This is an optimization exercise on Yosys and OpenROAD, whose aim is small area and a short achievable clock period, not a production implementation. In this exercise RTL edits were held to simulation tests only and were not proved equivalent to the original. Power figures rest on the tool's default switching activity, not on a simulated workload.

==> config.mk <==
export PLATFORM = sky130hd
export DESIGN_NAME = div_pipeline
export DESIGN_NICKNAME = div_pipeline
export VERILOG_FILES = /design/flow/design.v
export SDC_FILE = /design/flow/constraint.sdc
export NUM_CORES = 4
export LEC_CHECK = 0
export ABC_AREA = 1
export CAP_MARGIN = 20
export CORE_MARGIN = 2
export CORE_UTILIZATION = 40
export SLEW_MARGIN = 20
==> constraint.sdc <==
create_clock -name core_clock -period 2.5 [get_ports {clk}]
set_input_delay 0.5000 -clock core_clock [delete_from_list [all_inputs] [get_ports {clk}]]
set_output_delay 0.5000 -clock core_clock [all_outputs]
set_load 0.01 [all_outputs]
==> design.v <==
module div_pipeline (
    input clk,
    input reset,
    input start,
    input [7:0] dividend,
    input [7:0] divisor,
    output reg valid,
    output reg [7:0] quotient,
    output reg [7:0] remainder
);
    wire [0:0] s0_t = dividend[7:7];
    wire s0_hz = ~|divisor[7:1];
    wire [0:0] s0_g = ~s0_t & divisor[0:0];
    wire [0:0] s0_p = ~s0_t | divisor[0:0];
    wire s0_qb = s0_hz & ~s0_g[0];
    wire s0_nr0 = s0_t[0] ^ (s0_qb & (divisor[0] ^ 1'b0));
    wire [0:0] s0_nr = {s0_nr0};
    wire [7:0] s0_rd = {s0_nr, dividend[6:0]};
    wire [0:0] s0_q = s0_qb;
    wire [1:0] s1_t = s0_rd[7:6];
    wire s1_hz = ~|divisor[7:2];
    wire [1:0] s1_g = ~s1_t & divisor[1:0];
    wire [1:0] s1_p = ~s1_t | divisor[1:0];
    wire s1_G0_1 = s1_g[1] | (s1_p[1] & s1_g[0]);
    wire s1_P0_1 = s1_p[1] & s1_p[0];
    wire s1_qb = s1_hz & ~s1_G0_1;
    wire s1_nr0 = s1_t[0] ^ (s1_qb & (divisor[0] ^ 1'b0));
    wire s1_nr1 = s1_t[1] ^ (s1_qb & (divisor[1] ^ s1_g[0]));
    wire [1:0] s1_nr = {s1_nr1, s1_nr0};
    wire [7:0] s1_rd = {s1_nr, s0_rd[5:0]};
    wire [1:0] s1_q = {s0_q, s1_qb};
    wire [2:0] s2_t = s1_rd[7:5];
    wire s2_hz = ~|divisor[7:3];
    wire [2:0] s2_g = ~s2_t & divisor[2:0];
    wire [2:0] s2_p = ~s2_t | divisor[2:0];
    wire s2_G0_1 = s2_g[1] | (s2_p[1] & s2_g[0]);
    wire s2_P0_1 = s2_p[1] & s2_p[0];
    wire s2_G1_2 = s2_g[2] | (s2_p[2] & s2_G0_1);
    wire s2_P1_2 = s2_p[2] & s2_P0_1;
    wire s2_qb = s2_hz & ~s2_G1_2;
    wire s2_nr0 = s2_t[0] ^ (s2_qb & (divisor[0] ^ 1'b0));
    wire s2_nr1 = s2_t[1] ^ (s2_qb & (divisor[1] ^ s2_g[0]));
    wire s2_nr2 = s2_t[2] ^ (s2_qb & (divisor[2] ^ s2_G0_1));
    wire [2:0] s2_nr = {s2_nr2, s2_nr1, s2_nr0};
    wire [7:0] s2_rd = {s2_nr, s1_rd[4:0]};
    wire [2:0] s2_q = {s1_q, s2_qb};
    wire [3:0] s3_t = s2_rd[7:4];
    wire s3_hz = ~|divisor[7:4];
    wire [3:0] s3_g = ~s3_t & divisor[3:0];
    wire [3:0] s3_p = ~s3_t | divisor[3:0];
    wire s3_G0_1 = s3_g[1] | (s3_p[1] & s3_g[0]);
    wire s3_P0_1 = s3_p[1] & s3_p[0];
    wire s3_G0_3 = s3_g[3] | (s3_p[3] & s3_g[2]);
    wire s3_P0_3 = s3_p[3] & s3_p[2];
    wire s3_G1_2 = s3_g[2] | (s3_p[2] & s3_G0_1);
    wire s3_P1_2 = s3_p[2] & s3_P0_1;
    wire s3_G1_3 = s3_G0_3 | (s3_P0_3 & s3_G0_1);
    wire s3_P1_3 = s3_P0_3 & s3_P0_1;
    wire s3_qb = s3_hz & ~s3_G1_3;
    wire s3_nr0 = s3_t[0] ^ (s3_qb & (divisor[0] ^ 1'b0));
    wire s3_nr1 = s3_t[1] ^ (s3_qb & (divisor[1] ^ s3_g[0]));
    wire s3_nr2 = s3_t[2] ^ (s3_qb & (divisor[2] ^ s3_G0_1));
    wire s3_nr3 = s3_t[3] ^ (s3_qb & (divisor[3] ^ s3_G1_2));
    wire [3:0] s3_nr = {s3_nr3, s3_nr2, s3_nr1, s3_nr0};
    wire [7:0] s3_rd = {s3_nr, s2_rd[3:0]};
    wire [3:0] s3_q = {s2_q, s3_qb};
    reg [7:0] r4_rd, r4_d;
    reg [3:0] r4_q;
    reg r4_v;
    always @(posedge clk) begin
        r4_rd <= s3_rd;
        r4_d <= divisor;
        r4_q <= s3_q;
    end
    always @(posedge clk or posedge reset) begin
        if (reset) r4_v <= 1'b0;
        else r4_v <= start;
    end
    wire [4:0] s4_t = r4_rd[7:3];
    wire s4_hz = ~|r4_d[7:5];
    wire [4:0] s4_g = ~s4_t & r4_d[4:0];
    wire [4:0] s4_p = ~s4_t | r4_d[4:0];
    wire s4_G0_1 = s4_g[1] | (s4_p[1] & s4_g[0]);
    wire s4_P0_1 = s4_p[1] & s4_p[0];
    wire s4_G0_3 = s4_g[3] | (s4_p[3] & s4_g[2]);
    wire s4_P0_3 = s4_p[3] & s4_p[2];
    wire s4_G1_2 = s4_g[2] | (s4_p[2] & s4_G0_1);
    wire s4_P1_2 = s4_p[2] & s4_P0_1;
    wire s4_G1_3 = s4_G0_3 | (s4_P0_3 & s4_G0_1);
    wire s4_P1_3 = s4_P0_3 & s4_P0_1;
    wire s4_G2_4 = s4_g[4] | (s4_p[4] & s4_G1_3);
    wire s4_P2_4 = s4_p[4] & s4_P1_3;
    wire s4_qb = s4_hz & ~s4_G2_4;
    wire s4_nr0 = s4_t[0] ^ (s4_qb & (r4_d[0] ^ 1'b0));
    wire s4_nr1 = s4_t[1] ^ (s4_qb & (r4_d[1] ^ s4_g[0]));
    wire s4_nr2 = s4_t[2] ^ (s4_qb & (r4_d[2] ^ s4_G0_1));
    wire s4_nr3 = s4_t[3] ^ (s4_qb & (r4_d[3] ^ s4_G1_2));
    wire s4_nr4 = s4_t[4] ^ (s4_qb & (r4_d[4] ^ s4_G1_3));
    wire [4:0] s4_nr = {s4_nr4, s4_nr3, s4_nr2, s4_nr1, s4_nr0};
    wire [7:0] s4_rd = {s4_nr, r4_rd[2:0]};
    wire [4:0] s4_q = {r4_q, s4_qb};
    wire [5:0] s5_t = s4_rd[7:2];
    wire s5_hz = ~|r4_d[7:6];
    wire [5:0] s5_g = ~s5_t & r4_d[5:0];
    wire [5:0] s5_p = ~s5_t | r4_d[5:0];
    wire s5_G0_1 = s5_g[1] | (s5_p[1] & s5_g[0]);
    wire s5_P0_1 = s5_p[1] & s5_p[0];
    wire s5_G0_3 = s5_g[3] | (s5_p[3] & s5_g[2]);
    wire s5_P0_3 = s5_p[3] & s5_p[2];
    wire s5_G0_5 = s5_g[5] | (s5_p[5] & s5_g[4]);
    wire s5_P0_5 = s5_p[5] & s5_p[4];
    wire s5_G1_2 = s5_g[2] | (s5_p[2] & s5_G0_1);
    wire s5_P1_2 = s5_p[2] & s5_P0_1;
    wire s5_G1_3 = s5_G0_3 | (s5_P0_3 & s5_G0_1);
    wire s5_P1_3 = s5_P0_3 & s5_P0_1;
    wire s5_G2_4 = s5_g[4] | (s5_p[4] & s5_G1_3);
    wire s5_P2_4 = s5_p[4] & s5_P1_3;
    wire s5_G2_5 = s5_G0_5 | (s5_P0_5 & s5_G1_3);
    wire s5_P2_5 = s5_P0_5 & s5_P1_3;
    wire s5_qb = s5_hz & ~s5_G2_5;
    wire s5_nr0 = s5_t[0] ^ (s5_qb & (r4_d[0] ^ 1'b0));
    wire s5_nr1 = s5_t[1] ^ (s5_qb & (r4_d[1] ^ s5_g[0]));
    wire s5_nr2 = s5_t[2] ^ (s5_qb & (r4_d[2] ^ s5_G0_1));
    wire s5_nr3 = s5_t[3] ^ (s5_qb & (r4_d[3] ^ s5_G1_2));
    wire s5_nr4 = s5_t[4] ^ (s5_qb & (r4_d[4] ^ s5_G1_3));
    wire s5_nr5 = s5_t[5] ^ (s5_qb & (r4_d[5] ^ s5_G2_4));
    wire [5:0] s5_nr = {s5_nr5, s5_nr4, s5_nr3, s5_nr2, s5_nr1, s5_nr0};
    wire [7:0] s5_rd = {s5_nr, s4_rd[1:0]};
    wire [5:0] s5_q = {s4_q, s5_qb};
    reg [7:0] r6_rd, r6_d;
    reg [5:0] r6_q;
    reg r6_v;
    always @(posedge clk) begin
        r6_rd <= s5_rd;
        r6_d <= r4_d;
        r6_q <= s5_q;
    end
    always @(posedge clk or posedge reset) begin
        if (reset) r6_v <= 1'b0;
        else r6_v <= r4_v;
    end
    wire [6:0] s6_t = r6_rd[7:1];
    wire s6_hz = ~|r6_d[7:7];
    wire [6:0] s6_g = ~s6_t & r6_d[6:0];
    wire [6:0] s6_p = ~s6_t | r6_d[6:0];
    wire s6_G0_1 = s6_g[1] | (s6_p[1] & s6_g[0]);
    wire s6_P0_1 = s6_p[1] & s6_p[0];
    wire s6_G0_3 = s6_g[3] | (s6_p[3] & s6_g[2]);
    wire s6_P0_3 = s6_p[3] & s6_p[2];
    wire s6_G0_5 = s6_g[5] | (s6_p[5] & s6_g[4]);
    wire s6_P0_5 = s6_p[5] & s6_p[4];
    wire s6_G1_2 = s6_g[2] | (s6_p[2] & s6_G0_1);
    wire s6_P1_2 = s6_p[2] & s6_P0_1;
    wire s6_G1_3 = s6_G0_3 | (s6_P0_3 & s6_G0_1);
    wire s6_P1_3 = s6_P0_3 & s6_P0_1;
    wire s6_G1_6 = s6_g[6] | (s6_p[6] & s6_G0_5);
    wire s6_P1_6 = s6_p[6] & s6_P0_5;
    wire s6_G2_4 = s6_g[4] | (s6_p[4] & s6_G1_3);
    wire s6_P2_4 = s6_p[4] & s6_P1_3;
    wire s6_G2_5 = s6_G0_5 | (s6_P0_5 & s6_G1_3);
    wire s6_P2_5 = s6_P0_5 & s6_P1_3;
    wire s6_G2_6 = s6_G1_6 | (s6_P1_6 & s6_G1_3);
    wire s6_P2_6 = s6_P1_6 & s6_P1_3;
    wire s6_qb = s6_hz & ~s6_G2_6;
    wire s6_nr0 = s6_t[0] ^ (s6_qb & (r6_d[0] ^ 1'b0));
    wire s6_nr1 = s6_t[1] ^ (s6_qb & (r6_d[1] ^ s6_g[0]));
    wire s6_nr2 = s6_t[2] ^ (s6_qb & (r6_d[2] ^ s6_G0_1));
    wire s6_nr3 = s6_t[3] ^ (s6_qb & (r6_d[3] ^ s6_G1_2));
    wire s6_nr4 = s6_t[4] ^ (s6_qb & (r6_d[4] ^ s6_G1_3));
    wire s6_nr5 = s6_t[5] ^ (s6_qb & (r6_d[5] ^ s6_G2_4));
    wire s6_nr6 = s6_t[6] ^ (s6_qb & (r6_d[6] ^ s6_G2_5));
    wire [6:0] s6_nr = {s6_nr6, s6_nr5, s6_nr4, s6_nr3, s6_nr2, s6_nr1, s6_nr0};
    wire [7:0] s6_rd = {s6_nr, r6_rd[0:0]};
    wire [6:0] s6_q = {r6_q, s6_qb};
    wire [7:0] s7_t = s6_rd[7:0];
    wire s7_hz = 1'b1;
    wire [7:0] s7_g = ~s7_t & r6_d[7:0];
    wire [7:0] s7_p = ~s7_t | r6_d[7:0];
    wire s7_G0_1 = s7_g[1] | (s7_p[1] & s7_g[0]);
    wire s7_P0_1 = s7_p[1] & s7_p[0];
    wire s7_G0_3 = s7_g[3] | (s7_p[3] & s7_g[2]);
    wire s7_P0_3 = s7_p[3] & s7_p[2];
    wire s7_G0_5 = s7_g[5] | (s7_p[5] & s7_g[4]);
    wire s7_P0_5 = s7_p[5] & s7_p[4];
    wire s7_G0_7 = s7_g[7] | (s7_p[7] & s7_g[6]);
    wire s7_P0_7 = s7_p[7] & s7_p[6];
    wire s7_G1_2 = s7_g[2] | (s7_p[2] & s7_G0_1);
    wire s7_P1_2 = s7_p[2] & s7_P0_1;
    wire s7_G1_3 = s7_G0_3 | (s7_P0_3 & s7_G0_1);
    wire s7_P1_3 = s7_P0_3 & s7_P0_1;
    wire s7_G1_6 = s7_g[6] | (s7_p[6] & s7_G0_5);
    wire s7_P1_6 = s7_p[6] & s7_P0_5;
    wire s7_G1_7 = s7_G0_7 | (s7_P0_7 & s7_G0_5);
    wire s7_P1_7 = s7_P0_7 & s7_P0_5;
    wire s7_G2_4 = s7_g[4] | (s7_p[4] & s7_G1_3);
    wire s7_P2_4 = s7_p[4] & s7_P1_3;
    wire s7_G2_5 = s7_G0_5 | (s7_P0_5 & s7_G1_3);
    wire s7_P2_5 = s7_P0_5 & s7_P1_3;
    wire s7_G2_6 = s7_G1_6 | (s7_P1_6 & s7_G1_3);
    wire s7_P2_6 = s7_P1_6 & s7_P1_3;
    wire s7_G2_7 = s7_G1_7 | (s7_P1_7 & s7_G1_3);
    wire s7_P2_7 = s7_P1_7 & s7_P1_3;
    wire s7_qb = s7_hz & ~s7_G2_7;
    wire s7_nr0 = s7_t[0] ^ (s7_qb & (r6_d[0] ^ 1'b0));
    wire s7_nr1 = s7_t[1] ^ (s7_qb & (r6_d[1] ^ s7_g[0]));
    wire s7_nr2 = s7_t[2] ^ (s7_qb & (r6_d[2] ^ s7_G0_1));
    wire s7_nr3 = s7_t[3] ^ (s7_qb & (r6_d[3] ^ s7_G1_2));
    wire s7_nr4 = s7_t[4] ^ (s7_qb & (r6_d[4] ^ s7_G1_3));
    wire s7_nr5 = s7_t[5] ^ (s7_qb & (r6_d[5] ^ s7_G2_4));
    wire s7_nr6 = s7_t[6] ^ (s7_qb & (r6_d[6] ^ s7_G2_5));
    wire s7_nr7 = s7_t[7] ^ (s7_qb & (r6_d[7] ^ s7_G2_6));
    wire [7:0] s7_nr = {s7_nr7, s7_nr6, s7_nr5, s7_nr4, s7_nr3, s7_nr2, s7_nr1, s7_nr0};
    wire [7:0] s7_rd = s7_nr;
    wire [7:0] s7_q = {s6_q, s7_qb};
    always @(posedge clk) begin
        quotient <= s7_q;
        remainder <= s7_rd;
    end
    always @(posedge clk or posedge reset) begin
        if (reset) valid <= 1'b0;
        else valid <= r6_v;
    end
endmodule
==> run.sh <==
#!/bin/bash
# synth_recipe.tcl (not shown) runs the flow's synth.tcl, then flattens the netlist and writes it again
# the make line also repeats each setting of config.mk as NAME=value (left out here)
make -C /OpenROAD-flow-scripts/flow DESIGN_CONFIG=/design/flow/config.mk WORK_HOME=/design/flow/orfs CLKGATE_MAP_FILE= SYNTH_SCRIPT=/design/flow/synth_recipe.tcl finish
==> qor.txt, run 1 <==
Outcome -> timing/DRC/antenna clean
DR vias -> 2868
Seq/Total Area, Yosys -> 40.54%
H-tree Lvls -> 3
Pre-CTS WS -> -0.2219 ns
Ys Warns -> 1
Max VDD drop -> 0.0003141 V
Nets -> 530
Most instantiated cells after synthesis -> 155 x nand2_1, 66 x inv_1, 58 x dfxtp_1, 53 x nand3_1, 29 x nor2_1
Crit. End Element -> register
FMAX -> 428.9 MHz
CP cell instances -> clkdlybuf4s50_1, nor2_2, nand2_1, nor2_2, o2111ai_1, nand2_1, nand2_1, nand2_2, nand2_1, nand4_1, nand2_1, nand2_1, nand2_1, nand3_2, nand3_2, o21bai_1, nand2_1
Max-Cap Viols -> 0
Die ar. -> 8338 um2
Most used DFF post-synth -> dfxtp_1
Worst-margin pin slew -> 0.3837 ns
Post-synthesis cell area -> 3049 um2
Sink Count -> 61
Worst-path fanout max -> 3
Detailed Place HPWL -> 4825 um
Slew Limit Fails -> 0
Crit path kind -> primary input to register
Setup WS post-layout -> 0.1683 ns
Fin area -> 3956 um2
First-pass GRT wire length -> 10290 um
Clk slew on worst S/H paths -> 0.07 ns
DRC viols -> 0
Setup Viol. Count Final -> 0
Setup Skew -> 0.008131 ns
Power Dens Cells -> 685.2 nW/um2
Routability cong. -> 0.8998
Crit path DAT -> 2.56 ns
FFs w/ async S/R, synth -> 4.918%
Clk Latency, worst-skew pair -> 0.34 ns
Cell variety after synth -> 31
Area delta synth->final -> 29.75%
Number of port buffers -> 35
Startpoint Class -> primary input
Final critical-path share of the clock period -> 93.27%
Vias in the first global route -> 2564
CP max-delay cell -> clkdlybuf4s50_1
Die W -> 91.31 um
Top-count cell post-synth -> nand2_1
Die Span Y -> 91.31 um
Longest Clk Path Bufs -> 2
Total Neg Setup Slack -> 0 ns
Routed length per placed instance -> 9.976 um
Grt ovf -> 0
Lkg Pwr -> 2.044 nW
TritonCTS Buffers -> 9
Drt first pass iters -> 4
Largest area contributor in the netlist -> dfxtp_1
Initial DRC Count -> 64
Core ar. -> 7331 um2
Inserted Diodes -> 0
Syn Inst Count -> 452
Crit path required time -> 2.72 ns
Proportion of layout cells with a drive suffix above 1 -> 15.50%
Min Hold Slack -> 0.3214 ns
CP most frequent cell -> nand2_1
Rows -> 31
WL final -> 6135 um
CTS tree -> built
Final Critical Period -> 2.332 ns
Initial antenna violation count -> 0
Largest net degree at the start of global routing -> 14
Synth top area share -> 38.08%
Via density -> 4.663
Syn avg cell area -> 6.746 um2
ANT nets after route -> 0
Post-Syn Nets -> 471
Effective utilization at floorplan -> 41.59%
CTS Hold Bufs -> 0
Max stage delay on crit path -> 0.43 ns
I/O pin cnt -> 36
Slew HR -> 73.76%
Root Buffer -> clkbuf_8
HP Class -> register to register
Hold Fails Final Rpt -> 0
Number of synthesized flops with an enable pin -> 0
Gr usage total -> 15.26%
Yosys reg bits -> 61
Post-Place Cell Area -> 3590 um2
Synth area leaders -> dfxtp_1 38%, nand2_1 19%, nand3_1 8.7%
-- sequential cells by signal, indices dropped and copies added, names as in the netlist --
name,flops
r4_v,1
r4_q,4
r6_v,1
r4_d,8
r6_rd,8
r6_q,6
r4_rd,8
valid,1
remainder,8
quotient,8
r6_d,8
-- critical path, delay by kind of cell --
family          cells  cell delay [ns]
buf+inv             1             0.43
compound gates      2             0.25
simple gates       14             1.38
-- cells in the final DEF (no fill, tap or decap), types with 4 or more instances in the layout --
master           netlist  layout
nand2_4                6       7
buf_4                  0      14
clkdlybuf4s50_1        0      35
o21ai_1                5       9
o21bai_1               4       4
nand2_1              155     151
dfxtp_1               58      58
nand4_1               14      14
clkbuf_8               0      10
nor2_1                29      26
nand3_2                2       9
xor2_1                 9       9
nand2_2                4       7
nand3_1               53      44
inv_2                  8      10
inv_1                 66      64
o21ai_0               14       9
-- per-stage QoR --
step / power, mW / utilization, % / instances
finish: 2.711 / 53.97 / 615
global route: 2.879 / 53.97 / 615
CTS: 2.711 / 52.12 / 611
detailed placement: 1.698 / 48.97 / 595
global placement: 1.688 / 48.97 / 595
floorplan: 1.509 / - / 452
-- per-layer routing --
layer / vias to the layer above / share of wire (%) / track usage [%]
li1: 1546 / - / -
met1: 1262 / 42 / 14.74
met2: 43 / 52 / 29.26
met3: 17 / 2.6 / 3.817
met4: 0 / 3.9 / 8.333
met5: - / 0 / 0
-- power by group --
part	total, mW	leakage (nW)	internal [mW]	switching, mW
Clock	0.999	0.113	0.597	0.402
Sequential	1.09	0.518	1.05	0.0390
Combinational	0.619	1.41	0.271	0.348
Total	2.71	2.04	1.92	0.789
-- timing repair --
action                     CTS  global route
gates resized for setup      0            32
setup buffers                0             4
setup endpoints to repair    0            19
-- final cells by class --
type	count	area [um2]
well taps	99	123.9
fillers	712	3374
inverters	75	286.5
multi-input cells	314	1612
flip-flops and latches	61	1236
clock buffers	10	137.6
repair buffers	50	466.7
clock inverters	6	93.84
-- logic make-up (layout without fill, tap and decap cells) --
logic type | Yosys count | count (layout) | share of synthesized area [%]
AOI/OAI and AO/OA | 36 | 36 | 7.099
xor gates and xnor gates | 10 | 10 | 2.873
buffers and inverters | 77 | 141 | 9.848
DFF | 61 | 61 | 40.54
and+or+nand+nor | 268 | 268 | 39.64
-- worst paths after layout --
| path | cells after the start | startpoint | slack [ns] | endpoint |
|---|---|---|---|---|
| worst max-delay path | 17 | divisor[5] | 0.17 | r4_rd[4]$_DFF_P_ |
| worst min-delay path | 0 | r4_rd[1]$_DFF_P_ | 0.32 | r6_rd[1]$_DFF_P_ |
| worst max register to register | 21 | r6_rd[1]$_DFF_P_ | 0.24 | remainder[3]$_DFF_P_ |
| worst min register to register | 0 | r4_rd[1]$_DFF_P_ | 0.32 | r6_rd[1]$_DFF_P_ |
| max in group asynchronous | 2 | reset | 2.05 | r6_v$_DFF_PP0_ |
| min in group asynchronous | 2 | reset | 0.33 | r4_v$_DFF_PP0_ |
==> run 2, diff against run 1 <==
==> flow/run.sh (new file) <==
#!/bin/bash
# Standard ORFS layout (the standard.sh, unchanged synthesis) with two
# changes: ports are buffered with buf_1 instead of the tool's default pick,
# and CTS does not add dummy loads. Output of the run goes to flow_make.log.
set -euo pipefail
bash standard.sh \
  "BUFFER_PORTS_ARGS=-buffer_cell sky130_fd_sc_hd__buf_1" \
  "CTS_ARGS=-sink_clustering_enable -repair_clock_nets -dont_use_dummy_load" \
  finish > flow_make.log 2>&1
==> standard.sh (new file) <==
#!/bin/bash
# synth_recipe.tcl (not shown) runs the flow's synth.tcl, then flattens the netlist and writes it again
# the make line also repeats each setting of config.mk as NAME=value (left out here)
make -C /OpenROAD-flow-scripts/flow DESIGN_CONFIG=/design/flow/config.mk WORK_HOME=/design/flow/orfs CLKGATE_MAP_FILE= SYNTH_SCRIPT=/design/flow/synth_recipe.tcl "${@:-finish}"
removed: run.sh
==> run 2 against run 1 <==
Effect of this change: total power fell by 16%; still clean on timing, DRC and antenna; synthesized area did not move; critical path type is now register to register; first-iteration DRC count did not move; clock power fell by 36%; via count fell by 3.1%; highest routed layer unchanged; cell area fell by 10%; worst setup slack improved by 0.10 ns; combinational power fell by 13%; critical path depth did not move; sequential power barely moved; worst hold slack got worse by 0.070 ns; largest power group unchanged.
==> qor.txt, run 2 <==
Setup WS post-layout -> 0.2709 ns (+0.1026 ns)
Vias in the first global route -> 2601 (+1.4%)
Clk Latency, worst-skew pair -> 0.34 ns (about the same)
Largest net degree at the start of global routing -> 14 (unchanged)
Rows -> 31 (unchanged)
Root Buffer -> clkbuf_8
Most frequent cells in the layout -> 150 x nand2_1, 64 x inv_1, 56 x dfxtp_1
I/O pin cnt -> 36 (unchanged)
Total Neg Setup Slack -> 0 ns (unchanged)
Most used DFF post-synth -> dfxtp_1
Syn Inst Count -> 452 (unchanged)
Crit path max-delay family -> simple AND/OR/NAND/NOR gates
Drt first pass iters -> 5 (+1)
Hold Fails Final Rpt -> 0 (unchanged)
Yosys reg bits -> 61 (unchanged)
H-tree Lvls -> 3 (unchanged)
Crit path DAT -> 2.46 ns (-0.10 ns)
Worst-path fanout max -> 9 (+6)
Synth top area share -> 38.08% (unchanged)
Pre-CTS WS -> -0.01266 ns (+0.2093 ns)
Number of port buffers -> 35 (unchanged)
Initial antenna violation count -> 0 (unchanged)
Crit path required time -> 2.73 ns (about the same)
WL final -> 5974 um (-2.6%)
Initial DRC Count -> 64 (unchanged)
FFs w/ async S/R, synth -> 4.918% (unchanged)
Crit path kind -> register to register
Max VDD drop -> 0.0002352 V (-25%)
Synth area leaders -> dfxtp_1 38%, nand2_1 19%, nand3_1 8.7%
Post-Syn Nets -> 471 (unchanged)
Crit. End Element -> register
Effective utilization at floorplan -> 41.59% (unchanged)
Grt ovf -> 0 (unchanged)
Outcome -> timing/DRC/antenna clean
CP cell instances -> inv_2, nand2_1, o21ai_1, a21oi_1, nand3_4, inv_6, nand3_1, nand3_1, nand2_1, nand2_2, nand2_4, nand2_4, nor2_4, nor2_4, buf_6, nand2_1, xor2_1
HP Class -> primary input to register
Slew Limit Fails -> 0 (unchanged)
Die W -> 91.31 um (unchanged)
Max stage delay on crit path -> 0.36 ns (-0.07 ns)
Filler cells -> 750 (+5.3%)
Startpoint Class -> register
Buffers & Inverters on Critical Path -> 3 (+2)
Sequential Area -> 1239 um2 (+0.20%)
Routability cong. -> 0.8120 (-9.8%)
Die ar. -> 8338 um2 (unchanged)
Largest area contributor in the netlist -> dfxtp_1
Most instantiated cells after synthesis -> 155 x nand2_1, 66 x inv_1, 58 x dfxtp_1, 53 x nand3_1, 29 x nor2_1
Via density -> 4.622 (-0.88%)
Top-count cell post-synth -> nand2_1
Detailed Place HPWL -> 4593 um (-4.8%)
Multi-input logic area -> 1584 um2 (-1.7%)
Seq/Total Area, Yosys -> 40.54% (unchanged)
Proportion of layout cells with a drive suffix above 1 -> 12.35% (-3.2 points)
ANT nets after route -> 0 (unchanged)
Gr usage total -> 15.42% (+0.15 points)
Slew HR -> 75.18% (+1.4 points)
Post-synthesis cell area -> 3049 um2 (unchanged)
Setup Viol. Count Final -> 0 (unchanged)
Ys Warns -> 1 (unchanged)
Final critical-path share of the clock period -> 89.16% (-4.1 points)
CP most frequent cell -> nand2_1
Power Dens Cells -> 639.6 nW/um2 (-6.7%)
Setup Skew -> 0.02306 ns (+0.01493 ns)
Cell variety after synth -> 31 (unchanged)
TritonCTS Buffers -> 9 (unchanged)
Core ar. -> 7331 um2 (unchanged)
Number of synthesized flops with an enable pin -> 0 (unchanged)
CTS tree -> built
Routed length per placed instance -> 9.940 um (-0.36%)
Syn avg cell area -> 6.746 um2 (unchanged)
FMAX -> 448.6 MHz (+4.6%)
Final Critical Period -> 2.229 ns (-0.1026 ns)
Longest Clk Path Bufs -> 2 (unchanged)
Area delta synth->final -> 16.33%
CP max-delay cell -> dfxtp_1
Sink Count -> 61 (unchanged)
DR vias -> 2778 (-3.1%)
Lkg Pwr -> 1.858 nW (-9.1%)
Nets -> 523 (-1.3%)
Worst-margin pin slew -> 0.3630 ns (-0.02072 ns)
Commonest non-fill, non-tap cell in the layout -> nand2_1
First-pass GRT wire length -> 10440 um (+1.5%)
Clk slew on worst S/H paths -> 0.07 ns (about the same)
Die Span Y -> 91.31 um (unchanged)
Inserted Diodes -> 0 (unchanged)
Max-Cap Viols -> 0 (unchanged)
DRC viols -> 0 (unchanged)
-- run 2: cell counts after synthesis --
Identical to the previous run, type by type.
-- run 2: path summary, 6_finish.rpt --
kind | depth (start not counted) | endpoint | start | slack [ns]
min | 1 | r4_rd[0]$_DFF_P_ | dividend[0] | 0.25
min in group asynchronous | 3 | valid$_DFF_PP0_ | reset | 0.55
max | 17 | remainder[3]$_DFF_P_ | r6_rd[5]$_DFF_P_ | 0.27
min reg2reg | 0 | quotient[7]$_DFF_P_ | r6_q[5]$_DFF_P_ | 0.32
max reg2reg | 17 | remainder[3]$_DFF_P_ | r6_rd[5]$_DFF_P_ | 0.27
max in group asynchronous | 3 | r4_v$_DFF_PP0_ | reset | 1.82
-- run 2: cell families after synthesis --
logic type             Yosys count  share of synthesized area, %
AND/OR/NAND/NOR                268                         39.64
buffers and inverters           77                         9.848
flip-flops                      61                         40.54
AO/OA/AOI/OAI                   36                         7.099
XOR/XNOR                        10                         2.873
-- run 2: area by class of cell --
| type | count | share of cell area (%) |
|---|---|---|
| Clock buffer | 9 | 3.492 |
| Multi-Input combinational cell | 315 | 44.66 |
| Inverter | 75 | 8.078 |
| Timing Repair Buffer | 42 | 5.362 |
| Sequential cell | 61 | 34.92 |
| Tap cell | 99 | 3.492 |
-- run 2: power by group --
part           switching, mW  leakage (nW)  internal (mW)
clock                  0.317        0.0647          0.319
combinational          0.345          1.27          0.193
sequential            0.0390         0.518           1.06
-- run 2: layer usage --
layer  global-route usage (%)  wire length (um)
met1                    15.66              2551
met2                    28.46              3195
met3                    4.066               173
met4                    8.460                53
met5                        0                 0
-- run 2: metrics by stage --
step | hold WS, ns | std cells | total power [mW] | utilization, % | area [um2]
2_1_floorplan | 0.2536 | 452 | 1.509 | - | 3049
5_1_grt | 0.2231 | 601 | 2.437 | 48.39 | 3547
6_report | 0.2516 | 601 | 2.269 | 48.39 | 3547
3_5_place_dp | 0.3138 | 588 | 1.617 | 45.26 | 3318
3_3_place_gp | 0.3109 | 588 | 1.607 | 45.26 | 3318
4_1_cts | 0.2256 | 598 | 2.268 | 47.09 | 3452
-- run 2: what timing repair did --
item / CTS / global route
hold buffers: 1 / 0
buffers inserted: 0 / 2
endpoints found under the setup margin: 0 / 15
resized for setup: 0 / 27
endpoints found under the hold margin: 3 / 0
==> run 3, diff against run 2 <==
--- a/design.v
+++ b/design.v
@@ -44,10 +44,22 @@
     wire [2:0] s2_nr = {s2_nr2, s2_nr1, s2_nr0};
     wire [7:0] s2_rd = {s2_nr, s1_rd[4:0]};
     wire [2:0] s2_q = {s1_q, s2_qb};
-    wire [3:0] s3_t = s2_rd[7:4];
-    wire s3_hz = ~|divisor[7:4];
-    wire [3:0] s3_g = ~s3_t & divisor[3:0];
-    wire [3:0] s3_p = ~s3_t | divisor[3:0];
+    reg [7:0] r3_rd, r3_d;
+    reg [2:0] r3_q;
+    reg r3_v;
+    always @(posedge clk) begin
+        r3_rd <= s2_rd;
+        r3_d <= divisor;
+        r3_q <= s2_q;
+    end
+    always @(posedge clk or posedge reset) begin
+        if (reset) r3_v <= 1'b0;
+        else r3_v <= start;
+    end
+    wire [3:0] s3_t = r3_rd[7:4];
+    wire s3_hz = ~|r3_d[7:4];
+    wire [3:0] s3_g = ~s3_t & r3_d[3:0];
+    wire [3:0] s3_p = ~s3_t | r3_d[3:0];
     wire s3_G0_1 = s3_g[1] | (s3_p[1] & s3_g[0]);
     wire s3_P0_1 = s3_p[1] & s3_p[0];
     wire s3_G0_3 = s3_g[3] | (s3_p[3] & s3_g[2]);
@@ -57,24 +69,24 @@
     wire s3_G1_3 = s3_G0_3 | (s3_P0_3 & s3_G0_1);
     wire s3_P1_3 = s3_P0_3 & s3_P0_1;
     wire s3_qb = s3_hz & ~s3_G1_3;
-    wire s3_nr0 = s3_t[0] ^ (s3_qb & (divisor[0] ^ 1'b0));
-    wire s3_nr1 = s3_t[1] ^ (s3_qb & (divisor[1] ^ s3_g[0]));
-    wire s3_nr2 = s3_t[2] ^ (s3_qb & (divisor[2] ^ s3_G0_1));
-    wire s3_nr3 = s3_t[3] ^ (s3_qb & (divisor[3] ^ s3_G1_2));
+    wire s3_nr0 = s3_t[0] ^ (s3_qb & (r3_d[0] ^ 1'b0));
+    wire s3_nr1 = s3_t[1] ^ (s3_qb & (r3_d[1] ^ s3_g[0]));
+    wire s3_nr2 = s3_t[2] ^ (s3_qb & (r3_d[2] ^ s3_G0_1));
+    wire s3_nr3 = s3_t[3] ^ (s3_qb & (r3_d[3] ^ s3_G1_2));
     wire [3:0] s3_nr = {s3_nr3, s3_nr2, s3_nr1, s3_nr0};
-    wire [7:0] s3_rd = {s3_nr, s2_rd[3:0]};
-    wire [3:0] s3_q = {s2_q, s3_qb};
+    wire [7:0] s3_rd = {s3_nr, r3_rd[3:0]};
+    wire [3:0] s3_q = {r3_q, s3_qb};
     reg [7:0] r4_rd, r4_d;
     reg [3:0] r4_q;
     reg r4_v;
     always @(posedge clk) begin
         r4_rd <= s3_rd;
-        r4_d <= divisor;
+        r4_d <= r3_d;
         r4_q <= s3_q;
     end
     always @(posedge clk or posedge reset) begin
         if (reset) r4_v <= 1'b0;
-        else r4_v <= start;
+        else r4_v <= r3_v;
     end
     wire [4:0] s4_t = r4_rd[7:3];
     wire s4_hz = ~|r4_d[7:5];
@@ -99,10 +111,22 @@
     wire [4:0] s4_nr = {s4_nr4, s4_nr3, s4_nr2, s4_nr1, s4_nr0};
     wire [7:0] s4_rd = {s4_nr, r4_rd[2:0]};
     wire [4:0] s4_q = {r4_q, s4_qb};
-    wire [5:0] s5_t = s4_rd[7:2];
-    wire s5_hz = ~|r4_d[7:6];
-    wire [5:0] s5_g = ~s5_t & r4_d[5:0];
-    wire [5:0] s5_p = ~s5_t | r4_d[5:0];
+    reg [7:0] r5_rd, r5_d;
+    reg [4:0] r5_q;
+    reg r5_v;
+    always @(posedge clk) begin
+        r5_rd <= s4_rd;
+        r5_d <= r4_d;
+        r5_q <= s4_q;
+    end
+    always @(posedge clk or posedge reset) begin
+        if (reset) r5_v <= 1'b0;
+        else r5_v <= r4_v;
+    end
+    wire [5:0] s5_t = r5_rd[7:2];
+    wire s5_hz = ~|r5_d[7:6];
+    wire [5:0] s5_g = ~s5_t & r5_d[5:0];
+    wire [5:0] s5_p = ~s5_t | r5_d[5:0];
     wire s5_G0_1 = s5_g[1] | (s5_p[1] & s5_g[0]);
     wire s5_P0_1 = s5_p[1] & s5_p[0];
     wire s5_G0_3 = s5_g[3] | (s5_p[3] & s5_g[2]);
@@ -118,26 +142,26 @@
     wire s5_G2_5 = s5_G0_5 | (s5_P0_5 & s5_G1_3);
     wire s5_P2_5 = s5_P0_5 & s5_P1_3;
     wire s5_qb = s5_hz & ~s5_G2_5;
-    wire s5_nr0 = s5_t[0] ^ (s5_qb & (r4_d[0] ^ 1'b0));
-    wire s5_nr1 = s5_t[1] ^ (s5_qb & (r4_d[1] ^ s5_g[0]));
-    wire s5_nr2 = s5_t[2] ^ (s5_qb & (r4_d[2] ^ s5_G0_1));
-    wire s5_nr3 = s5_t[3] ^ (s5_qb & (r4_d[3] ^ s5_G1_2));
-    wire s5_nr4 = s5_t[4] ^ (s5_qb & (r4_d[4] ^ s5_G1_3));
-    wire s5_nr5 = s5_t[5] ^ (s5_qb & (r4_d[5] ^ s5_G2_4));
+    wire s5_nr0 = s5_t[0] ^ (s5_qb & (r5_d[0] ^ 1'b0));
+    wire s5_nr1 = s5_t[1] ^ (s5_qb & (r5_d[1] ^ s5_g[0]));
+    wire s5_nr2 = s5_t[2] ^ (s5_qb & (r5_d[2] ^ s5_G0_1));
+    wire s5_nr3 = s5_t[3] ^ (s5_qb & (r5_d[3] ^ s5_G1_2));
+    wire s5_nr4 = s5_t[4] ^ (s5_qb & (r5_d[4] ^ s5_G1_3));
+    wire s5_nr5 = s5_t[5] ^ (s5_qb & (r5_d[5] ^ s5_G2_4));
     wire [5:0] s5_nr = {s5_nr5, s5_nr4, s5_nr3, s5_nr2, s5_nr1, s5_nr0};
-    wire [7:0] s5_rd = {s5_nr, s4_rd[1:0]};
-    wire [5:0] s5_q = {s4_q, s5_qb};
+    wire [7:0] s5_rd = {s5_nr, r5_rd[1:0]};
+    wire [5:0] s5_q = {r5_q, s5_qb};
     reg [7:0] r6_rd, r6_d;
     reg [5:0] r6_q;
     reg r6_v;
     always @(posedge clk) begin
         r6_rd <= s5_rd;
-        r6_d <= r4_d;
+        r6_d <= r5_d;
         r6_q <= s5_q;
     end
     always @(posedge clk or posedge reset) begin
         if (reset) r6_v <= 1'b0;
-        else r6_v <= r4_v;
+        else r6_v <= r5_v;
     end
     wire [6:0] s6_t = r6_rd[7:1];
     wire s6_hz = ~|r6_d[7:7];
@@ -172,10 +196,22 @@
     wire [6:0] s6_nr = {s6_nr6, s6_nr5, s6_nr4, s6_nr3, s6_nr2, s6_nr1, s6_nr0};
     wire [7:0] s6_rd = {s6_nr, r6_rd[0:0]};
     wire [6:0] s6_q = {r6_q, s6_qb};
-    wire [7:0] s7_t = s6_rd[7:0];
+    reg [7:0] r7_rd, r7_d;
+    reg [6:0] r7_q;
+    reg r7_v;
+    always @(posedge clk) begin
+        r7_rd <= s6_rd;
+        r7_d <= r6_d;
+        r7_q <= s6_q;
+    end
+    always @(posedge clk or posedge reset) begin
+        if (reset) r7_v <= 1'b0;
+        else r7_v <= r6_v;
+    end
+    wire [7:0] s7_t = r7_rd[7:0];
     wire s7_hz = 1'b1;
-    wire [7:0] s7_g = ~s7_t & r6_d[7:0];
-    wire [7:0] s7_p = ~s7_t | r6_d[7:0];
+    wire [7:0] s7_g = ~s7_t & r7_d[7:0];
+    wire [7:0] s7_p = ~s7_t | r7_d[7:0];
     wire s7_G0_1 = s7_g[1] | (s7_p[1] & s7_g[0]);
     wire s7_P0_1 = s7_p[1] & s7_p[0];
     wire s7_G0_3 = s7_g[3] | (s7_p[3] & s7_g[2]);
@@ -201,23 +237,23 @@
     wire s7_G2_7 = s7_G1_7 | (s7_P1_7 & s7_G1_3);
     wire s7_P2_7 = s7_P1_7 & s7_P1_3;
     wire s7_qb = s7_hz & ~s7_G2_7;
-    wire s7_nr0 = s7_t[0] ^ (s7_qb & (r6_d[0] ^ 1'b0));
-    wire s7_nr1 = s7_t[1] ^ (s7_qb & (r6_d[1] ^ s7_g[0]));
-    wire s7_nr2 = s7_t[2] ^ (s7_qb & (r6_d[2] ^ s7_G0_1));
-    wire s7_nr3 = s7_t[3] ^ (s7_qb & (r6_d[3] ^ s7_G1_2));
-    wire s7_nr4 = s7_t[4] ^ (s7_qb & (r6_d[4] ^ s7_G1_3));
-    wire s7_nr5 = s7_t[5] ^ (s7_qb & (r6_d[5] ^ s7_G2_4));
-    wire s7_nr6 = s7_t[6] ^ (s7_qb & (r6_d[6] ^ s7_G2_5));
-    wire s7_nr7 = s7_t[7] ^ (s7_qb & (r6_d[7] ^ s7_G2_6));
+    wire s7_nr0 = s7_t[0] ^ (s7_qb & (r7_d[0] ^ 1'b0));
+    wire s7_nr1 = s7_t[1] ^ (s7_qb & (r7_d[1] ^ s7_g[0]));
+    wire s7_nr2 = s7_t[2] ^ (s7_qb & (r7_d[2] ^ s7_G0_1));
+    wire s7_nr3 = s7_t[3] ^ (s7_qb & (r7_d[3] ^ s7_G1_2));
+    wire s7_nr4 = s7_t[4] ^ (s7_qb & (r7_d[4] ^ s7_G1_3));
+    wire s7_nr5 = s7_t[5] ^ (s7_qb & (r7_d[5] ^ s7_G2_4));
+    wire s7_nr6 = s7_t[6] ^ (s7_qb & (r7_d[6] ^ s7_G2_5));
+    wire s7_nr7 = s7_t[7] ^ (s7_qb & (r7_d[7] ^ s7_G2_6));
     wire [7:0] s7_nr = {s7_nr7, s7_nr6, s7_nr5, s7_nr4, s7_nr3, s7_nr2, s7_nr1, s7_nr0};
     wire [7:0] s7_rd = s7_nr;
-    wire [7:0] s7_q = {s6_q, s7_qb};
+    wire [7:0] s7_q = {r7_q, s7_qb};
     always @(posedge clk) begin
         quotient <= s7_q;
         remainder <= s7_rd;
     end
     always @(posedge clk or posedge reset) begin
         if (reset) valid <= 1'b0;
-        else valid <= r6_v;
+        else valid <= r7_v;
     end
 endmodule
==> flow/run.sh (replaced) <==
#!/bin/bash
# Standard ORFS layout (the standard.sh, unchanged synthesis) with these
# changes: ports are buffered with buf_1 instead of the tool's default pick,
# and CTS builds the tree from clkbuf_4 without dummy loads.
# The make output goes to flow_make.log; ORFS keeps per-step logs in orfs/logs.
set -euo pipefail
bash standard.sh \
  "BUFFER_PORTS_ARGS=-buffer_cell sky130_fd_sc_hd__buf_1" \
  "CTS_ARGS=-sink_clustering_enable -repair_clock_nets -dont_use_dummy_load -buf_list sky130_fd_sc_hd__clkbuf_4 -root_buf sky130_fd_sc_hd__clkbuf_4" \
  finish > flow_make.log 2>&1
--- a/config.mk
+++ b/config.mk
@@ -9,4 +9,5 @@
 export CAP_MARGIN = 20
 export CORE_MARGIN = 2
 export CORE_UTILIZATION = 40
+export SETUP_SLACK_MARGIN = 0.9
 export SLEW_MARGIN = 20
==> run 3 against run 2 <==
Effect of this change: non-clock buffer count increased by 1; utilization decreased by 1.5 points; fmax increased by 49%; register-to-register slack improved by 0.73 ns; sequential cell count increased by 66; cell area increased by 35%; total power increased by 59%; via count increased by 1.2%; combinational power decreased by 7.8%; largest power group unchanged.
==> qor.txt, run 3 <==
Outcome -> timing/DRC/antenna clean
H-tree Lvls -> 4 (+1)
Longest Clk Path Bufs -> 2 (unchanged)
DR vias -> 2811 (+1.2%)
Top-count cell post-synth -> dfxtp_1
Initial DRC Count -> 60 (-6.3%)
Switching share of power -> 25.67% (-5.2 points)
Main combinational cell family by area after synthesis -> simple AND/OR/NAND/NOR gates
Number of synthesized flops with an enable pin -> 0 (unchanged)
Reg-to-Reg End -> r4_rd[6]$_DFF_P_
Synth top area share -> 58.23% (+20 points)
Reg2Reg Depth -> 12 (-5)
Internal -> 2.688 mW (+72%)
Post-Synth Adder-Cell Area -> 0% (unchanged)
Hold Startpoint -> dividend[4]
FMAX -> 668.0 MHz (+49%)
Ys Warns -> 1 (unchanged)
Largest area contributor in the netlist -> dfxtp_1
Synth area leaders -> dfxtp_1 58%, nand2_1 8.3%, inv_1 6.0%
Slew HR -> 77.31% (+2.1 points)
Comb power frac -> 13.7% (-10 points)
Crit path required time -> 2.83 ns (+0.10 ns)
Grt ovf -> 0 (unchanged)
TritonCTS Buffers -> 17 (+8)
Detailed Place HPWL -> 4253 um (-7.4%)
CP most frequent cell -> nand2_1
Most used DFF post-synth -> dfxtp_1
Met3 Usage GRT -> 4.537% (+0.47 points)
Filler cells -> 996 (+33%)
End of the worst hold path -> r3_rd[4]$_DFF_P_
Finished Core Util -> 46.90% (-1.5 points)
First-pass GRT wire length -> 10260 um (-1.7%)
Crit path DAT -> 1.83 ns (-0.63 ns)
Sink Count -> 127 (+110%)
Seq pwr share -> 62.3% (+14 points)
Max-Cap Viols -> 0 (unchanged)
CP cell instances -> inv_1, nor2_4, o21ai_2, o21ai_2, nand2_1, o21ai_2, nand2_1, nand2_1, o21bai_4, nor2_1, nand2_1, nand2_1
Largest net degree at the start of global routing -> 17 (+3)
Drt first pass iters -> 4 (-1)
Routing usage on met2 -> 20.46% (-8.0 points)
Max VDD drop -> 0.0002287 V (-2.8%)
Post-synthesis cell area -> 4160 um2 (+36%)
Commonest non-fill, non-tap cell in the layout -> dfxtp_1
Seq/Total Area, Yosys -> 61.83% (+21 points)
Clk network pwr share -> 24.0% (-4.0 points)
Hold Fails Final Rpt -> 0 (unchanged)
Final Critical Period -> 1.497 ns (-0.7321 ns)
Mux contribution to synthesized area -> 0% (unchanged)
Inserted Diodes -> 0 (unchanged)
Effective utilization at floorplan -> 40.66% (-0.93 points)
Die Span Y -> 106.0 um (+16%)
RSZ-0062 raised after global routing -> true
Most frequent cells in the layout -> 116 x dfxtp_1, 90 x nand2_1, 65 x inv_1
Gr busiest metal -> met2
Clk slew on worst S/H paths -> 0.10 ns (+0.03 ns)
Cell variety after synth -> 34 (+9.7%)
DRC viols -> 0 (unchanged)
Via density -> 4.345 (-6.0%)
Crit. End Element -> register
Max stage delay on crit path -> 0.34 ns (-0.02 ns)
R2r setup slk -> 1.00 ns (+0.73 ns)
Met1 track demand over resource -> 11.26% (-4.4 points)
HP Class -> primary input to register
Worst-margin pin slew -> 0.3372 ns (-0.02575 ns)
Worst r2r src -> r3_d[0]$_DFF_P_
Total Neg Setup Slack -> 0 ns (unchanged)
Vias in the first global route -> 2691 (+3.5%)
Most instantiated cells after synthesis -> 121 x dfxtp_1, 92 x nand2_1, 67 x inv_1, 41 x nor2_1, 24 x o21ai_0
Proportion of layout cells with a drive suffix above 1 -> 14.68% (+2.3 points)
CP max-delay cell -> dfxtp_2
I/O pin cnt -> 36 (unchanged)
CTS tree -> built
Setup Viol. Count Final -> 0 (unchanged)
Core ar. -> 10230 um2 (+40%)
Nets -> 532 (+1.7%)
Compound-gate portion of the synthesized area -> 8.090% (+0.99 points)
Setup Skew -> 0.03459 ns (+0.01153 ns)
Routability cong. -> 0.7961 (-2.0%)
ANT nets after route -> 0 (unchanged)
Root Buffer -> clkbuf_4
Syn Inst Count -> 451 (-0.22%)
Rows -> 37 (+19%)
Clk Latency, worst-skew pair -> 0.47 ns (+0.13 ns)
Hold Crit Depth -> 1 (unchanged)
Gr usage total -> 11.36% (-4.1 points)
Number of port buffers -> 35 (unchanged)
Die ar. -> 11230 um2 (+35%)
Die W -> 106.0 um (+16%)
FFs w/ async S/R, synth -> 4.724% (-0.19 points)
Final critical-path share of the clock period -> 59.88% (-29 points)
Routed length per placed instance -> 9.436 um (-5.1%)
Syn avg cell area -> 9.224 um2 (+37%)
Initial antenna violation count -> 0 (unchanged)
Post-Syn Nets -> 470 (-0.21%)
Crit path kind -> register to register
Net Switching -> 928.2 uW (+32%)
Simple-gate share of the synthesized area -> 18.89% (-21 points)
Post-synthesis xor/xnor area fraction -> 5.053% (+2.2 points)
Slew Limit Fails -> 0 (unchanged)
Worst-path fanout max -> 4 (-5)
Lkg Pwr -> 2.186 nW (+18%)
WL final -> 6105 um (+2.2%)
Startpoint Class -> register
Area delta synth->final -> 15.34%
Yosys reg bits -> 127 (+110%)
Power Dens Cells -> 753.7 nW/um2 (+18%)
-- run 3: changes by cell type in the layout (fill, tap and decap cells not counted), sizes merged, moves of 4 or more --
cell and change:
dfxtp +63, nand4 -6, o21ai +14, nand2 -71
nand3 -38, clkbuf +8, xor2 +11, nor2 +13
or2 +4, inv -7
-- run 3: stage by stage --
step / worst slack (ns) / cell area (um2) / cells / hold WS (ns) / power (mW)
global route: 0.8456 / 4798 / 647 / 0.06848 / 3.831
detailed placement: 0.6740 / 4462 / 622 / 0.3121 / 2.728
finish: 1.003 / 4798 / 647 / 0.1145 / 3.617
floorplan: 0.9238 / 4160 / 451 / 0.2910 / 2.616
global placement: 0.7418 / 4462 / 622 / 0.3134 / 2.709
CTS: 0.9115 / 4614 / 641 / 0.07023 / 3.607
-- run 3: final cells by class --
cell class                 count  area, um2  share of cell area [%]
inverter                      68      257.7                   5.372
multi-input combinational    256       1466                   30.56
clock buffer                  17      127.6                   2.660
sequential                   127       2579                   53.74
tap                          136      170.2                   3.546
timing repair buffer          43      197.7                   4.120
-- run 3: power groups by stage --
stage	registers (mW)	clock network (mW)	logic, mW
after floorplan	2.31	0	0.307
final	2.25	0.867	0.496
after global routing	2.27	0.987	0.570
after CTS	2.25	0.920	0.437
after global placement	2.29	0	0.415
after detailed placement	2.30	0	0.431
-- run 3: what timing repair did --
action,CTS,global route
endpoints found under the setup margin,8,27
cloned,0,0
buffers inserted,1,6
hold endpoints to repair,6,0
pin swaps,2,12
gates resized for setup,2,45
hold buffers,1,0
-- run 3: logic make-up (layout without fill, tap and decap cells) --
group | Yosys count | in the layout
compound gates | 55 | 55
xor+xnor | 24 | 24
buf+inv | 68 | 128
flops | 127 | 127
simple gates | 177 | 177
-- run 3: worst max-delay path by stage --
stage / start / to / slack [ns] / cells past startpoint
2_1_floorplan: divisor[6] / r3_rd[5]$_DFF_P_ / 0.92 / 11
3_3_place_gp: divisor[6] / r3_rd[5]$_DFF_P_ / 0.74 / 12
3_5_place_dp: divisor[6] / r3_rd[5]$_DFF_P_ / 0.67 / 12
5_1_grt: r3_d[0]$_DFF_P_ / r4_rd[6]$_DFF_P_ / 0.85 / 12
4_1_cts: r4_d[0]$_DFF_P_ / r5_rd[5]$_DFF_P_ / 0.91 / 10
6_report: r3_d[0]$_DFF_P_ / r4_rd[6]$_DFF_P_ / 1.00 / 12
-- run 3: worst max-delay path, delay by kind of cell (launching register included) --
| family | cells | cell delay (ns) |
|---|---|---|
| AND/OR/NAND/NOR | 7 | 0.57 |
| AO/OA/AOI/OAI | 4 | 0.38 |
| flip-flops | 1 | 0.34 |
| buffers and inverters | 1 | 0.06 |
-- run 3: per-layer routing --
layer	up-vias	routed length, um
met4	0	55
met5	-	0
met1	1220	2536
met2	56	3220
li1	1530	-
met3	5	292
==> run 4, diff against run 3 <==
--- a/design.v
+++ b/design.v
@@ -44,12 +44,13 @@
     wire [2:0] s2_nr = {s2_nr2, s2_nr1, s2_nr0};
     wire [7:0] s2_rd = {s2_nr, s1_rd[4:0]};
     wire [2:0] s2_q = {s1_q, s2_qb};
-    reg [7:0] r3_rd, r3_d;
+    reg [7:0] r3_rd, r3_dn;
+    wire [7:0] r3_d = ~r3_dn;
     reg [2:0] r3_q;
     reg r3_v;
     always @(posedge clk) begin
         r3_rd <= s2_rd;
-        r3_d <= divisor;
+        r3_dn <= ~divisor;
         r3_q <= s2_q;
     end
     always @(posedge clk or posedge reset) begin
@@ -76,12 +77,13 @@
     wire [3:0] s3_nr = {s3_nr3, s3_nr2, s3_nr1, s3_nr0};
     wire [7:0] s3_rd = {s3_nr, r3_rd[3:0]};
     wire [3:0] s3_q = {r3_q, s3_qb};
-    reg [7:0] r4_rd, r4_d;
+    reg [7:0] r4_rd, r4_dn;
+    wire [7:0] r4_d = ~r4_dn;
     reg [3:0] r4_q;
     reg r4_v;
     always @(posedge clk) begin
         r4_rd <= s3_rd;
-        r4_d <= r3_d;
+        r4_dn <= ~r3_d;
         r4_q <= s3_q;
     end
     always @(posedge clk or posedge reset) begin
@@ -111,12 +113,13 @@
     wire [4:0] s4_nr = {s4_nr4, s4_nr3, s4_nr2, s4_nr1, s4_nr0};
     wire [7:0] s4_rd = {s4_nr, r4_rd[2:0]};
     wire [4:0] s4_q = {r4_q, s4_qb};
-    reg [7:0] r5_rd, r5_d;
+    reg [7:0] r5_rd, r5_dn;
+    wire [7:0] r5_d = ~r5_dn;
     reg [4:0] r5_q;
     reg r5_v;
     always @(posedge clk) begin
         r5_rd <= s4_rd;
-        r5_d <= r4_d;
+        r5_dn <= ~r4_d;
         r5_q <= s4_q;
     end
     always @(posedge clk or posedge reset) begin
@@ -151,12 +154,13 @@
     wire [5:0] s5_nr = {s5_nr5, s5_nr4, s5_nr3, s5_nr2, s5_nr1, s5_nr0};
     wire [7:0] s5_rd = {s5_nr, r5_rd[1:0]};
     wire [5:0] s5_q = {r5_q, s5_qb};
-    reg [7:0] r6_rd, r6_d;
+    reg [7:0] r6_rd, r6_dn;
+    wire [7:0] r6_d = ~r6_dn;
     reg [5:0] r6_q;
     reg r6_v;
     always @(posedge clk) begin
         r6_rd <= s5_rd;
-        r6_d <= r5_d;
+        r6_dn <= ~r5_d;
         r6_q <= s5_q;
     end
     always @(posedge clk or posedge reset) begin
@@ -196,12 +200,13 @@
     wire [6:0] s6_nr = {s6_nr6, s6_nr5, s6_nr4, s6_nr3, s6_nr2, s6_nr1, s6_nr0};
     wire [7:0] s6_rd = {s6_nr, r6_rd[0:0]};
     wire [6:0] s6_q = {r6_q, s6_qb};
-    reg [7:0] r7_rd, r7_d;
+    reg [7:0] r7_rd, r7_dn;
+    wire [7:0] r7_d = ~r7_dn;
     reg [6:0] r7_q;
     reg r7_v;
     always @(posedge clk) begin
         r7_rd <= s6_rd;
-        r7_d <= r6_d;
+        r7_dn <= ~r6_d;
         r7_q <= s6_q;
     end
     always @(posedge clk or posedge reset) begin
==> run 4 against run 3 <==
Effect of this change: critical path depth down 3; total power rose by 0.65%; sequential power about the same; synthesized area down 3.3%; register-to-register slack about the same; utilization grew 0.62 points; non-clock buffer count down 2; via count is 7.1% lower; critical path type unchanged; cell count fell by 7.6%.
==> qor.txt, run 4 <==
Outcome -> timing/DRC/antenna clean
Cell variety after synth -> 34 (unchanged)
Finished Core Util -> 47.52% (+0.62 points)
Rows -> 36 (-2.7%)
Sequential Area -> 2585 um2 (+0.24%)
TritonCTS Buffers -> 17 (unchanged)
Longest Clk Path Bufs -> 2 (unchanged)
Crit. End Element -> register
Ys Warns -> 1 (unchanged)
CP max-delay cell -> dfxtp_2
Max VDD drop -> 0.0002134 V (-6.7%)
Main combinational cell family by area after synthesis -> simple AND/OR/NAND/NOR gates
Net Switching -> 937.0 uW (+0.94%)
Worst-path fanout max -> 5 (+1)
CTS tree -> built
Multi-input logic area -> 1406 um2 (-4.1%)
Clk slew on worst S/H paths -> 0.11 ns (about the same)
RSZ-0062 raised after global routing -> true
Proportion of layout cells with a drive suffix above 1 -> 18.28% (+3.6 points)
Yosys reg bits -> 127 (unchanged)
Max-Cap Viols -> 0 (unchanged)
Gr usage total -> 11.07% (-0.29 points)
Routability cong. -> 0.7279 (-8.6%)
Startpoint Class -> register
Die Span Y -> 104.3 um (-1.6%)
Post-Synth Adder-Cell Area -> 0.2489% (+0.25 points)
Effective utilization at floorplan -> 41.14% (+0.48 points)
Largest area contributor in the netlist -> dfxtp_1
Switching share of power -> 25.74% (+0.074 points)
Worst-margin pin slew -> 0.4888 ns (+0.1516 ns)
FMAX -> 666.1 MHz (-0.29%)
Final critical-path share of the clock period -> 60.05% (+0.17 points)
Die W -> 104.3 um (-1.6%)
Post-synthesis cell area -> 4021 um2 (-3.3%)
Number of port buffers -> 35 (unchanged)
I/O pin cnt -> 36 (unchanged)
Initial DRC Count -> 56 (-6.7%)
First-pass GRT wire length -> 9418 um (-8.2%)
H-tree Lvls -> 4 (unchanged)
Crit path kind -> register to register
Most frequent cells in the layout -> 111 x dfxtp_1, 67 x nand2_1, 39 x inv_1
Crit path DAT -> 1.84 ns (about the same)
Simple-gate share of the synthesized area -> 17.33% (-1.6 points)
CP most frequent cell -> nor2_2
ANT nets after route -> 0 (unchanged)
Setup Skew -> 0.04619 ns (+0.01160 ns)
Total Neg Setup Slack -> 0 ns (unchanged)
Slew HR -> 67.07% (-10 points)
Die ar. -> 10870 um2 (-3.2%)
Tot Pwr -> 3.640 mW (+0.65%)
Synth top area share -> 60.24% (+2.0 points)
Largest net degree at the start of global routing -> 17 (unchanged)
Reg2Reg Depth -> 9 (-3)
Number of synthesized flops with an enable pin -> 0 (unchanged)
Area delta synth->final -> 15.49%
Seq pwr share -> 62.6% (+0.3 points)
FFs w/ async S/R, synth -> 4.724% (unchanged)
Routed length per placed instance -> 9.453 um (+0.18%)
Max stage delay on crit path -> 0.35 ns (about the same)
Slew Limit Fails -> 0 (unchanged)
Commonest non-fill, non-tap cell in the layout -> dfxtp_1
Most instantiated cells after synthesis -> 121 x dfxtp_1, 72 x nand2_1, 40 x nor2_1, 39 x inv_1, 28 x xor2_1
CP cell instances -> nor2_2, o21ai_1, o21ai_2, nand3_1, nand2_2, nand4_1, nand3_4, nor2_2, xor2_1
Power Dens Cells -> 783.8 nW/um2 (+4.0%)
Setup Viol. Count Final -> 0 (unchanged)
Final Critical Period -> 1.501 ns (+0.004339 ns)
Filler cells -> 963 (-3.3%)
Initial antenna violation count -> 0 (unchanged)
Clk Latency, worst-skew pair -> 0.49 ns (+0.02 ns)
Comb power frac -> 13.6% (about the same)
Mux contribution to synthesized area -> 0% (unchanged)
Sink Count -> 127 (unchanged)
Drt first pass iters -> 4 (unchanged)
DR vias -> 2611 (-7.1%)
Via density -> 4.366 (+0.50%)
Internal -> 2.703 mW (+0.55%)
Lkg Pwr -> 2.072 nW (-5.2%)
Syn avg cell area -> 9.905 um2 (+7.4%)
Core ar. -> 9774 um2 (-4.5%)
Top-count cell post-synth -> dfxtp_1
WL final -> 5653 um (-7.4%)
HP Class -> primary input to register
Seq/Total Area, Yosys -> 63.97% (+2.1 points)
Post-synthesis xor/xnor area fraction -> 8.058% (+3.0 points)
Detailed Place HPWL -> 3924 um (-7.7%)
Clk network pwr share -> 23.8% (-0.2 points)
Inserted Diodes -> 0 (unchanged)
Hold Fails Final Rpt -> 0 (unchanged)
Compound-gate portion of the synthesized area -> 5.912% (-2.2 points)
Syn Inst Count -> 406 (-10%)
Hold Crit Depth -> 1 (unchanged)
Root Buffer -> clkbuf_4
Vias in the first global route -> 2479 (-7.9%)
DRC viols -> 0 (unchanged)
Nets -> 486 (-8.6%)
Synth area leaders -> dfxtp_1 60%, nand2_1 6.7%, xor2_1 6.1%
Post-Syn Nets -> 425 (-9.6%)
Crit path required time -> 2.84 ns (about the same)
Grt ovf -> 0 (unchanged)
Most used DFF post-synth -> dfxtp_1
run 4: changes by cell type after synthesis, sizes merged, moves of 2 or more:
cell	change
nand2	-20
xor2	+8
or2	-2
o21ai	-20
a31oi	-2
nand3	+10
o211ai	+3
nand4	-4
xnor2	+5
inv	-20
run 4: critical path: cells and delay by family (launching register included):
family	cells	cell delay [ns]
and+or+nand+nor	6	0.70
DFF	1	0.35
AOI/OAI and AO/OA	2	0.16
xor gates and xnor gates	1	0.14
run 4: repair_timing:
action | 4_1_cts | 5_1_grt
setup endpoints to repair | 9 | 27
buffers inserted | 0 | 5
endpoints found under the hold margin | 6 | 0
hold buffers | 1 | 0
cloned | 1 | 0
pin swaps | 1 | 12
resized for setup | 3 | 35
run 4: area by class of cell:
| type | instances | share of cell area, % |
|---|---|---|
| inverters | 48 | 3.879 |
| multi-input cells | 232 | 30.28 |
| repair buffers | 41 | 3.852 |
| well taps | 133 | 3.583 |
| flip-flops and latches | 127 | 55.66 |
| clock buffers | 17 | 2.748 |
run 4: per-stage QoR:
step	std cells	setup slack [ns]	cell area [um2]	hold slack, ns
finish	598	0.9987	4644	0.1108
detailed placement	574	0.6254	4332	0.3121
global placement	574	0.7005	4332	0.3117
CTS	593	0.9004	4494	0.04832
global route	598	0.8575	4644	0.03114
floorplan	406	0.9110	4034	0.2910
run 4: worst paths after layout:
check / start / end / slack [ns]
worst max-delay path: r6_rd[1]$_DFF_P_ / r7_rd[5]$_DFF_P_ / 1.0
worst min register to register: r4_rd[1]$_DFF_P_ / r5_rd[1]$_DFF_P_ / 0.31
worst max register to register: r6_rd[1]$_DFF_P_ / r7_rd[5]$_DFF_P_ / 1.0
worst min-delay path: start / r3_v$_DFF_PP0_ / 0.11
max in group asynchronous: reset / r5_v$_DFF_PP0_ / 1.88
min in group asynchronous: reset / valid$_DFF_PP0_ / 0.44
run 4: kinds of logic (layout without fill, tap and decap cells):
group	Yosys count	count (layout)
AND/OR/NAND/NOR	158	158
flip-flops	127	127
AO/OA/AOI/OAI	35	36
buffers and inverters	48	106
adder cells (fa/ha/maj)	1	1
XOR/XNOR	37	37
run 4: power groups by stage:
stage	clock, mW	sequential [mW]	combinational [mW]
global placement	0	2.32	0.412
global route	1.02	2.30	0.560
floorplan	0	2.33	0.298
CTS	0.929	2.27	0.448
finish	0.866	2.28	0.497
detailed placement	0	2.32	0.427
run 4: layer usage:
metal | share of wire, % | vias up | global-route usage, %
li1 | - | 1389 | -
met1 | 40 | 1161 | 10.12
met2 | 53 | 53 | 19.14
met3 | 5.0 | 8 | 6.830
met4 | 1.7 | 0 | 5.502
met5 | 0 | - | 0

-- port drivers added, routing unchanged --
How much do the figures lean on ideal ports? The routed layouts below were timed once more, with nothing changed but the port constraints. Step 1 sets driving cells, clkbuf_16 on the clock port and buf_2 on the other inputs (assumed; they add their load-dependent delay and slew). Step 2 also shifts input and output timing later by t, the mid clock arrival at the registers, as if the neighbouring blocks saw the same clock. Slacks: no drivers / after step 1 / after step 2; pairs: no drivers / after step 1.
| run | t (ns) | slack for setup (ns) | worst setup path at the end | latest minus earliest clock arrival (ns) | worst data-port slew with drivers (ns) |
|---|---|---|---|---|---|
| run 1 | 0.361 | 0.168 / 0.173 / -0.189 | input to register | 0.008 / 0.009 | 0.03 |
| run 2 | 0.354 | 0.271 / 0.271 / 0.018 | input to register | 0.023 / 0.023 | 0.04 |
| run 3 | 0.483 | 1.003 / 1.003 / 0.667 | input to register | 0.036 / 0.037 | 0.03 |
| run 4 | 0.498 | 0.999 / 0.999 / 0.589 | input to register | 0.047 / 0.048 | 0.03 |
With both steps, setup timing fails in run 1, where it was met with ideal ports. For run 4, which loses most, drivers alone change the setup slack by 0.000 ns; drivers and shift together by -0.410 ns.
